Context: an optimization exercise on an open-source flow, tuned for small area. The choices shown serve that exercise and are no tape-out recipe.
Only simulation tests tie the RTL to the original design; equivalence was not proved.
No activity file was given, so power comes from the tool's default toggle rates.

lane 1:
==> flow/design.v <==
module Single_port_Async_RAM #( parameter MEM_DEPTH=256,parameter ADDR_SIZE=8)
(input clk,rst_n,
 input  [ADDR_SIZE+1:0] din,       
 input rx_valid,
 output logic [ADDR_SIZE-1:0] rd_word,   
 output logic tx_valid,
 output logic tx_load
);
localparam RINGS = MEM_DEPTH / 16;
localparam W = ADDR_SIZE;
logic [1:0] Operation_Type;
assign Operation_Type = din[W+1:W];
logic [W-1:0] Write_Address, Read_Address;
logic [W-1:0] pend_addr, pend_data;
logic [W-1:0] word0;
logic [W-1:0] rd_buf;
logic [3:0] head;             
logic [3:0] tcnt;             
logic [16*W-1:0] ring [0:RINGS-1];
logic [W-1:0] tap_hi [0:RINGS-1];    
logic [W-1:0] tap_lo [0:RINGS-1];    
wire commit = (head == pend_addr[3:0]);
genvar r;
generate
    for (r = 0; r < RINGS; r = r + 1) begin : g_ring
        assign tap_hi[r] = ring[r][16*W-1 -: W];
        assign tap_lo[r] = ring[r][8*W-1 -: W];
        always_ff @(posedge clk)
            ring[r] <= {ring[r][15*W-1:0],
                        (commit && pend_addr[W-1:4] == r) ? pend_data : tap_hi[r]};
    end
endgenerate
wire wa_zero = (Write_Address == 0);
wire ra_zero = (Read_Address == 0);
wire hit = (head[2:0] == Read_Address[2:0]);
wire [W-1:0] tap = (head[3] == Read_Address[3]) ? tap_hi[Read_Address[W-1:4]]
                                                 : tap_lo[Read_Address[W-1:4]];
assign rd_word = ra_zero ? word0 :
                 (pend_addr == Read_Address) ? pend_data :
                 hit ? tap : rd_buf;
wire wr = rx_valid && Operation_Type == 2'b01;
always_ff @(posedge clk)
begin
    head <= head - 4'd1;
    rd_buf <= rd_word;
    if (wr && !wa_zero)
    begin
        pend_addr <= Write_Address;
        pend_data <= din[W-1:0];
    end
    if (wr && wa_zero)
        word0 <= din[W-1:0];
end
assign tx_valid = (tcnt != 4'd0);
assign tx_load  = (tcnt == 4'd1);
always_ff @(posedge clk, negedge rst_n)
begin
    if (!rst_n)
    begin
        Read_Address <= 0;
        Write_Address <= 0;
        tcnt <= 0;
    end
    else
    begin
        if (rx_valid && Operation_Type == 2'b00)
            Write_Address <= din[W-1:0];
        if (rx_valid && Operation_Type == 2'b10)
            Read_Address <= din[W-1:0];
        if (rx_valid)
            tcnt <= (Operation_Type == 2'b11) ? 4'd1 : 4'd0;
        else if (tcnt == 4'd9)
            tcnt <= 0;
        else if (tcnt != 4'd0)
            tcnt <= tcnt + 4'd1;
    end
end
endmodule
module SPI_Slave_Interface #(parameter ADDR_SIZE =8)
  ( input MOSI,
    input SS_N,
    input tx_valid,
    input tx_load,
    input [ADDR_SIZE-1:0] tx_data,
    input clk,rst_n,
    output logic MISO,
    output logic rx_valid,
    output logic [ADDR_SIZE+1:0] rx_data
);
    logic [ADDR_SIZE+1:0] shift_reg;
    logic [ADDR_SIZE-1:0] shift_reg_MISO;
    logic Has_Read_Address;
    logic [3:0] counter;
    assign rx_data = shift_reg;
    localparam logic [2:0] IDLE = 3'd0, CHK_CMD = 3'd1, WRITE = 3'd2,
                           READ_DATA1 = 3'd3, READ_DATA2 = 3'd4, READ_ADD = 3'd5;
    logic [2:0] current_state, next_state;
    wire active = !SS_N && (current_state != IDLE);
    wire cnt10  = (counter == 4'd10);
    always_ff @(posedge clk)
        shift_reg <= {shift_reg[ADDR_SIZE:0], MOSI};
    always_ff @(posedge clk, negedge rst_n)
    begin
        if (!rst_n)
        begin
            current_state <= IDLE;
            counter <= 0;
            shift_reg_MISO <= 0;
            Has_Read_Address <= 0;
        end
        else
        begin
            current_state <= next_state;
            counter <= active ? counter + 4'd1 : 4'd0;
            if (tx_load)
                shift_reg_MISO <= tx_data;
            else if (active)
                shift_reg_MISO <= {shift_reg_MISO[ADDR_SIZE-2:0], 1'b0};
            if (current_state == READ_ADD && cnt10)
                Has_Read_Address <= 1;
        end
    end
    always_comb
    begin
        next_state = IDLE;
        rx_valid = 0;
        MISO = 0;
        case (current_state)
            IDLE:       next_state = !SS_N ? CHK_CMD : IDLE;
            CHK_CMD:    next_state = !MOSI ? WRITE : (Has_Read_Address ? READ_DATA1 : READ_ADD);
            WRITE:      begin rx_valid = cnt10; next_state = cnt10 ? IDLE : WRITE; end
            READ_ADD:   begin rx_valid = cnt10; next_state = cnt10 ? IDLE : READ_ADD; end
            READ_DATA1: begin rx_valid = cnt10; next_state = cnt10 ? READ_DATA2 : READ_DATA1; end
            READ_DATA2: begin
                            next_state = tx_valid ? READ_DATA2 : IDLE;
                            MISO = tx_valid & shift_reg_MISO[ADDR_SIZE-1];
                        end
            default:    next_state = IDLE;
        endcase
    end
endmodule
module SPI_Wrapper #(parameter MEM_DEPTH=256,parameter ADDR_SIZE=8)
(   input clk,rst_n,
    input MOSI,
    output MISO,
    input SS_N
);
    logic [ADDR_SIZE+1:0] rx_data;    
    logic rx_valid;                   
    logic tx_valid;                   
    logic tx_load;                    
    logic [ADDR_SIZE-1:0] rd_word;    
Single_port_Async_RAM #(
    .MEM_DEPTH (MEM_DEPTH ),
    .ADDR_SIZE (ADDR_SIZE )
) u_Single_port_Async_RAM (
    .clk      (clk      ),
    .rst_n    (rst_n    ),
    .din      (rx_data  ),
    .rx_valid (rx_valid ),
    .rd_word  (rd_word  ),
    .tx_valid (tx_valid ),
    .tx_load  (tx_load  )
);
SPI_Slave_Interface #(.ADDR_SIZE(ADDR_SIZE)
) u_SPI_Slave_Interface (
    .MOSI     (MOSI     ),
    .SS_N     (SS_N     ),
    .tx_valid (tx_valid ),
    .tx_load  (tx_load  ),
    .tx_data  (rd_word  ),
    .clk      (clk      ),
    .rst_n    (rst_n    ),
    .MISO     (MISO     ),
    .rx_valid (rx_valid ),
    .rx_data  (rx_data  )
);
endmodule
export LEC_CHECK = 0
export CAP_MARGIN = 30
export CORE_MARGIN = 2
export CORE_UTILIZATION = 60
export SLEW_MARGIN = 40
create_clock -name core_clock -period 10.0 [get_ports {clk}]
standard.sh (not shown) runs the stock make flow with config.mk's settings and CLKGATE_MAP_FILE= SYNTH_SCRIPT=/design/flow/synth_recipe.tcl, a recipe that flattens the netlist after the stock synthesis.
==> flow/flow/run.sh <==
#!/bin/bash
set -euo pipefail
export CTS_ARGS="-sink_clustering_enable -repair_clock_nets -dont_use_dummy_load -buf_list sky130_fd_sc_hd__clkbuf_16 -sink_clustering_size 35 -sink_clustering_max_diameter 60"
bash standard.sh finish > standard_flow.log 2>&1
Modified inputs, lane 2 compared to lane 1
Settings: putting CTS_CLUSTER_DIAMETER at 50 where nothing was set; putting CTS_CLUSTER_SIZE at 20 where nothing was set; swapping 60 for 50 in CORE_UTILIZATION; putting CTS_BUF_LIST at sky130_fd_sc_hd__clkbuf_4 sky130_fd_sc_hd__clkbuf_8 where nothing was set.
==> flow/flow/run.sh <==
#!/bin/bash
set -euo pipefail
export CTS_ARGS="-sink_clustering_enable -repair_clock_nets -dont_use_dummy_load -buf_list sky130_fd_sc_hd__clkbuf_8 -sink_clustering_size 20 -sink_clustering_max_diameter 50"
bash standard.sh finish > standard_flow.log 2>&1
## What came out
On setup slack after layout, the higher figure sits with lane 1, not lane 2. Area of the die (lower): lane 1. [compare] base=lane 1 new=lane 2: placed cell area grew by 260 sq um, number of sinks on the clock net held steady, portion of the layout cell area used by non-clock buffers ~0 delta, sum of net half-perimeters after detailed placement down 810 um, fraction of the cycle the final worst path needs up 1.0 points. Summary — net switching fraction of the power, lane 2 relative to lane 1: higher, by 0.61 points. The clock-pin slew reported for the worst setup and hold paths after clock tree synthesis of lane 2 falls short of that of lane 1 by 0.02 ns. In the metrics for lane 2 and lane 1, the one carrying the higher via count of the first global-routing pass is lane 2.
The inputs of lane 3 differ from those of lane 2 as listed below.
Settings: CTS_CLUSTER_SIZE: 20 -> 40; SLEW_MARGIN: 40 -> 10; CAP_MARGIN: 30 -> 10; CORE_UTILIZATION: 50 -> 60; CTS_BUF_LIST: sky130_fd_sc_hd__clkbuf_4 sky130_fd_sc_hd__clkbuf_8 -> sky130_fd_sc_hd__clkbuf_16.
==> flow/run.sh (new file) <==
#!/bin/bash
# synth_recipe.tcl (not shown) runs the flow's synth.tcl, then flattens the netlist and writes it again
# the make line also repeats each setting of config.mk as NAME=value (left out here)
make -C /OpenROAD-flow-scripts/flow DESIGN_CONFIG=/design/flow/config.mk WORK_HOME=/design/flow/orfs CLKGATE_MAP_FILE= SYNTH_SCRIPT=/design/flow/synth_recipe.tcl finish
removed: flow/flow/run.sh
removed: flow/standard.sh
--- outcome ---
Lane 3: no failed stages, no open violations at the end. [diff] detailed placer's ending HPWL, lane 3 relative to lane 2: regression. Lane 3: combinational group share of total power lower than lane 2. Cmp lane 3 vs lane 2: sequential share of layout area lower in lane 3. Of lane 3 and lane 2, it is lane 3 that has the higher fraction of power consumed by the clock network. Sort lane 2 and lane 3 by design area, ascending, and lane 2 comes first.
[inputs] lane 4 vs lane 3
Settings: a change of CORE_UTILIZATION from 60 to 50; a change of CAP_MARGIN from 10 to 30; a change of CTS_CLUSTER_SIZE from 40 to 20; a change of SLEW_MARGIN from 10 to 40; a change of CTS_BUF_LIST from sky130_fd_sc_hd__clkbuf_16 to sky130_fd_sc_hd__clkbuf_4 sky130_fd_sc_hd__clkbuf_8.
### Flow results
Lane 4: PASS, flow complete, no timing, DRC or antenna violations. Sort lane 3 and lane 4 by vias after detailed routing desc -> top: lane 3. Fraction of standard cell area that is sequential: lane 3 and lane 4 compared, lower one is lane 3. Of lane 3 and lane 4, the run reporting the higher post-layout instance area was lane 3. Lane 4 vs. lane 3: via count of the first global-routing pass went up by 483.


Another version of the RTL of SPI_Wrapper (not shown whole).
Size: roughly 2600 cells after synthesis, about 2100 flip-flops, ~46000 um^2 of cells after synthesis.
==> flow/config.mk <==
export PLATFORM = sky130hd
export DESIGN_NAME = SPI_Wrapper
export DESIGN_NICKNAME = SPI_Wrapper
export VERILOG_FILES = /design/flow/design.v
export SDC_FILE = /design/flow/constraint.sdc
export NUM_CORES = 4
export LEC_CHECK = 0
export ABC_AREA = 1
export CAP_MARGIN = 30
export CORE_MARGIN = 2
export CORE_UTILIZATION = 50
export GPL_TIMING_DRIVEN = 0
export SLEW_MARGIN = 40
==> flow/constraint.sdc <==
create_clock -name core_clock -period 10.0 [get_ports {clk}]
set_input_delay 2.0000 -clock core_clock [delete_from_list [all_inputs] [get_ports {clk}]]
set_output_delay 2.0000 -clock core_clock [all_outputs]
set_load 0.01 [all_outputs]
==> flow/flow/run.sh <==
#!/bin/bash
set -euo pipefail
rm -rf orfs_scripts
cp -r "$FLOW_HOME/scripts" orfs_scripts
cp flow/abc_area.script orfs_scripts/abc_area.script
export CTS_ARGS="-sink_clustering_enable -repair_clock_nets -dont_use_dummy_load -buf_list sky130_fd_sc_hd__clkbuf_4 -sink_clustering_size 12 -sink_clustering_max_diameter 40"
bash standard.sh SCRIPTS_DIR="$PWD/orfs_scripts" finish > standard_flow.log 2>&1
==> flow/flow/abc_area.script <==
strash
&get -n
&fraig -x
&put
scorr
dc2
dretime
strash
&get -n
&dch -f
&nf -E 100 -Q 100 {D}
&put
The first run ran to the end with no violations.
Next try:
- GPL_TIMING_DRIVEN: 0 -> default
=> The new run completed with no timing, DRC or antenna violations. Fmax rose by 6.2%. Via count stays flat. Clock power barely changes. Utilization fell by 0.25 points. Cell area fell by 0.47%. Die area stays the same.
Next try:
==> flow/flow/run.sh (replaced) <==
#!/bin/bash
set -euo pipefail
export CTS_ARGS="-sink_clustering_enable -repair_clock_nets -dont_use_dummy_load -buf_list sky130_fd_sc_hd__clkbuf_8 -sink_clustering_size 20 -sink_clustering_max_diameter 50"
bash standard.sh finish > standard_flow.log 2>&1
removed: flow/flow/abc_area.script
Result: Clock power rose by roughly a tenth; global-route usage falls by 0.53 points; via count came out higher by a few percent; final area went up slightly; clock-buffer cell count came out lower by 66; power rises by a few percent; wire length went down slightly; sequential share of layout area falls by 1.6 points; sequential power is about the same; synthesized area rises slightly.
Next try:
==> flow/flow/run.sh (replaced) <==
#!/bin/bash
set -euo pipefail
rm -rf orfs_scripts
cp -r "$FLOW_HOME/scripts" orfs_scripts
cp flow/abc_area.script orfs_scripts/abc_area.script
export CTS_ARGS="-sink_clustering_enable -repair_clock_nets -dont_use_dummy_load -buf_list sky130_fd_sc_hd__clkbuf_4 -sink_clustering_size 12 -sink_clustering_max_diameter 40"
bash standard.sh SCRIPTS_DIR="$PWD/orfs_scripts" finish > standard_flow.log 2>&1
==> flow/flow/abc_area.script (new file) <==
strash
&get -n
&fraig -x
&put
scorr
dc2
dretime
strash
&get -n
&dch -f
&nf -R 1000 -E 100 {D}
&put
What happened: Final area falls by 2.1%; wire length fell by 2.4%; area after synthesis goes down by 1.6%; global-route usage barely changes; worst hold slack got worse by 0.032 ns; flip-flop and latch count is unchanged; utilization came out lower by 0.16 points; worst setup slack gets worse by 1.8 ns; sequential share of layout area increases by 1.8 points; synthesized cell count fell by 13%; power is lower by 2.9%.
Next try:
==> flow/flow/run.sh (replaced) <==
#!/bin/bash
set -euo pipefail
export CTS_ARGS="-sink_clustering_enable -repair_clock_nets -dont_use_dummy_load -buf_list sky130_fd_sc_hd__clkbuf_4 -sink_clustering_size 12 -sink_clustering_max_diameter 40"
bash standard.sh finish > standard_flow.log 2>&1
- CAP_MARGIN: 30 -> 20
- SLEW_MARGIN: 40 -> 20
removed: flow/flow/abc_area.script
=> Area after synthesis increases slightly; via count increases by a little under a tenth; worst setup slack gains 1.8 ns.
Next try:
- CAP_MARGIN: 20 -> 30
- SLEW_MARGIN: 20 -> 40
Core utilization barely changes.
Fmax barely changes.
Count of clock-buffer cells in the layout grows by 2.
Cell area hardly moves.
First-iteration DRC count grows by 7.7%.
Worst setup slack is better by 0.0044 ns.
Via count does not change.

## what the ideal ports hide
How much do the figures lean on ideal ports? The routed layouts below were timed once more, with nothing changed but the port constraints.
Step 1 (the two cells are an assumption about what drives the block):
set clk [get_ports {clk}]
set_driving_cell -lib_cell sky130_fd_sc_hd__clkbuf_16 $clk
set_driving_cell -lib_cell sky130_fd_sc_hd__buf_2 [delete_from_list [all_inputs] $clk]
Step 2 also shifts input and output timing later by t, the mid clock arrival at the registers, as if the neighbouring blocks saw the same clock.
Three values: ideal, step 1, step 2; two values: the first two.
| run | t, ns | setup slack, ns | worst register clock-pin slew, ns | cell pins on the clock port's net |
|---|---|---|---|---|
| lane 1 | 0.709 | 5.544 / 5.476 / 6.184 | 0.12 / 0.12 | 1 |
| lane 2 | 0.841 | 5.441 / 5.377 / 6.218 | 0.12 / 0.12 | 1 |
| lane 3 | 0.780 | 5.533 / 5.463 / 6.243 | 0.10 / 0.10 | 1 |
| lane 4 | 0.878 | 5.406 / 5.343 / 6.221 | 0.12 / 0.12 | 1 |
| the first run of note 2 | 1.070 | 0.216 / 0.195 / 0.195 | 0.12 / 0.12 | 1 |
| the second run of note 2 | 1.083 | 0.787 / 0.758 / 0.758 | 0.13 / 0.13 | 1 |
| the third run of note 2 | 0.820 | 2.318 / 2.289 / 2.289 | 0.11 / 0.11 | 1 |
| the fourth run of note 2 | 1.103 | 0.470 / 0.442 / 0.442 | 0.12 / 0.12 | 1 |
| the fifth run of note 2 | 1.081 | 2.297 / 2.266 / 2.266 | 0.12 / 0.12 | 1 |
| the sixth run of note 2 | 1.104 | 2.301 / 2.272 / 2.272 | 0.12 / 0.12 | 1 |
After both steps setup and hold are still met in every run listed. The setup slack of the fifth run of note 2, which loses most, moves by -0.031 ns with the drivers and by -0.031 ns with both steps.
